This is an optimization exercise on Yosys and OpenROAD, whose aim is small area, not a production implementation. Only simulation tests tie the RTL to the original design; equivalence was not proved. The flow treats the clock pin as an ideal source, which a real chip does not have. No activity file was given, so power comes from the tool's default toggle rates.

==> flow/design.v (excerpt) <==
module generic_adder_tree #(
    parameter INPUT_COUNT = 32,
    parameter DATA_WIDTH  = 16
) (
    input clk,
    input rst_n,
    input [INPUT_COUNT-1:0] [DATA_WIDTH-1:0] i_data,
    output [$clog2(INPUT_COUNT)+DATA_WIDTH-1:0] o_sum
);
Size in the first run: about 670 cells after synthesis, roughly 150 flip-flops, roughly 540 I/O pins, ~13000 um2 of cells after synthesis.
Settings: LEC_CHECK=0, CAP_MARGIN=20, CORE_AREA=2 2 253 84, DIE_AREA=0 0 255 86, GPL_TIMING_DRIVEN=1, PLACE_DENSITY=0.8, SETUP_SLACK_MARGIN=0.05, SLEW_MARGIN=20, SYNTH_HIERARCHICAL=1; clock period 4.0 ns.
standard.sh (not shown) runs the stock make flow with config.mk's settings and CLKGATE_MAP_FILE= SYNTH_SCRIPT=/design/flow/synth_recipe.tcl, a recipe that flattens the netlist after the stock synthesis.
==> flow/flow/run.sh <==
#!/bin/bash
# Standard ORFS layout (the standard.sh, standard synthesis unchanged) with:
#  - port buffers made from the smallest buffer cell, buf_1;
#  - a clock tree of clkbuf_4 without dummy balancing loads, whose buffers
#    that drive slow clock edges are then upsized (flow/fixclk.tcl).
set -o pipefail
export BUFFER_PORTS_ARGS="-buffer_cell sky130_fd_sc_hd__buf_1"
export CTS_ARGS="-sink_clustering_enable -repair_clock_nets -dont_use_dummy_load -wire_unit 20 -buf_list sky130_fd_sc_hd__clkbuf_4 -root_buf sky130_fd_sc_hd__clkbuf_4"
export POST_CTS_TCL="$PWD/flow/fixclk.tcl"
bash standard.sh > standard.log 2>&1
==> flow/flow/fixclk.tcl <==
# Upsize clock buffers whose sinks see a slow clock edge.
estimate_parasitics -placement
set_propagated_clock [all_clocks]
set changed 0
foreach inst [get_cells -filter "ref_name==sky130_fd_sc_hd__clkbuf_4"] {
  set out [get_pins -of $inst -filter "direction==output"]
  set mx 0
  foreach l [get_pins -of [get_nets -of $out] -filter "direction==input"] {
    set s [get_property $l slew_max]; if {$s > $mx} {set mx $s}
  }
  if {$mx > 0.100} {
    puts "upsizing [get_property $inst name] (sink slew $mx)"
    replace_cell $inst sky130_fd_sc_hd__clkbuf_8
    incr changed
  }
}
if {$changed} { detailed_placement; check_placement -verbose }
The first run finished clean.
Then changed:
--- a/flow/config.mk
+++ b/flow/config.mk
@@ -9,6 +9,5 @@
 export CORE_AREA = 2 2 253 84
 export DIE_AREA = 0 0 255 86
-export GPL_TIMING_DRIVEN = 1
-export PLACE_DENSITY = 0.8
+export PLACE_DENSITY = 0.7
 export SETUP_SLACK_MARGIN = 0.05
 export SLEW_MARGIN = 20
Effect:
- The new run completed without violations
- total power went up by 3.6%
- design area hardly moves
- synthesized cell count is unchanged
Then changed:
--- a/flow/config.mk
+++ b/flow/config.mk
@@ -9,5 +9,5 @@
 export CORE_AREA = 2 2 253 84
 export DIE_AREA = 0 0 255 86
-export PLACE_DENSITY = 0.7
+export PLACE_DENSITY = 0.8
 export SETUP_SLACK_MARGIN = 0.05
 export SLEW_MARGIN = 20
Effect: Power drops by 3.5%; global-route usage fell by 2.5 points; design area hardly moves; core utilization stays flat; clock-buffer cell count is unchanged.
Then changed:
==> flow/flow/run.sh (replaced) <==
#!/bin/bash
# Standard ORFS layout (the standard.sh, standard synthesis unchanged) with:
#  - port buffers made from the smallest buffer cell, buf_1;
#  - a clock tree of clkbuf_4 without dummy balancing loads, whose buffers
#    that drive slow clock edges are then upsized (flow/fixclk.tcl);
#  - after global routing, non-critical cells downsized (RECOVER_POWER).
set -o pipefail
export BUFFER_PORTS_ARGS="-buffer_cell sky130_fd_sc_hd__buf_1"
export CTS_ARGS="-sink_clustering_enable -repair_clock_nets -dont_use_dummy_load -wire_unit 20 -buf_list sky130_fd_sc_hd__clkbuf_4 -root_buf sky130_fd_sc_hd__clkbuf_4"
export RECOVER_POWER=100
export POST_CTS_TCL="$PWD/flow/fixclk.tcl"
bash standard.sh > standard.log 2>&1
What happened: Clock skew stays flat. Utilization barely changes. Worst setup slack degrades by 0.030 ns.

what the ideal ports hide:
How much do the figures lean on ideal ports? The routed layouts below were timed once more, with nothing changed but the port constraints. Step 1 sets driving cells, clkbuf_16 on the clock port and buf_2 on the other inputs (assumed; they add their load-dependent delay and slew). Step 2, shift: input delay + t, output delay - t, t = (earliest + latest rising clock arrival at the registers) / 2. This alone moves slack from input paths to output paths. Slacks: no drivers / after step 1 / after step 2; pairs: no drivers / after step 1.
| run | t (ns) | setup slack, ns | hold slack, ns | worst register clock-pin slew, ns |
|---|---|---|---|---|
| the first run | 0.442 | 0.121 / 0.119 / -0.323 | 0.298 / 0.298 / 0.298 | 0.09 / 0.09 |
| the second run | 0.436 | 0.099 / 0.114 / -0.322 | 0.178 / 0.163 / 0.298 | 0.10 / 0.10 |
| the third run | 0.442 | 0.121 / 0.119 / -0.323 | 0.298 / 0.298 / 0.298 | 0.09 / 0.09 |
| the fourth run | 0.443 | 0.091 / 0.101 / -0.342 | 0.299 / 0.299 / 0.299 | 0.09 / 0.09 |
With both steps, setup timing fails in every run listed, where it was met with ideal ports.
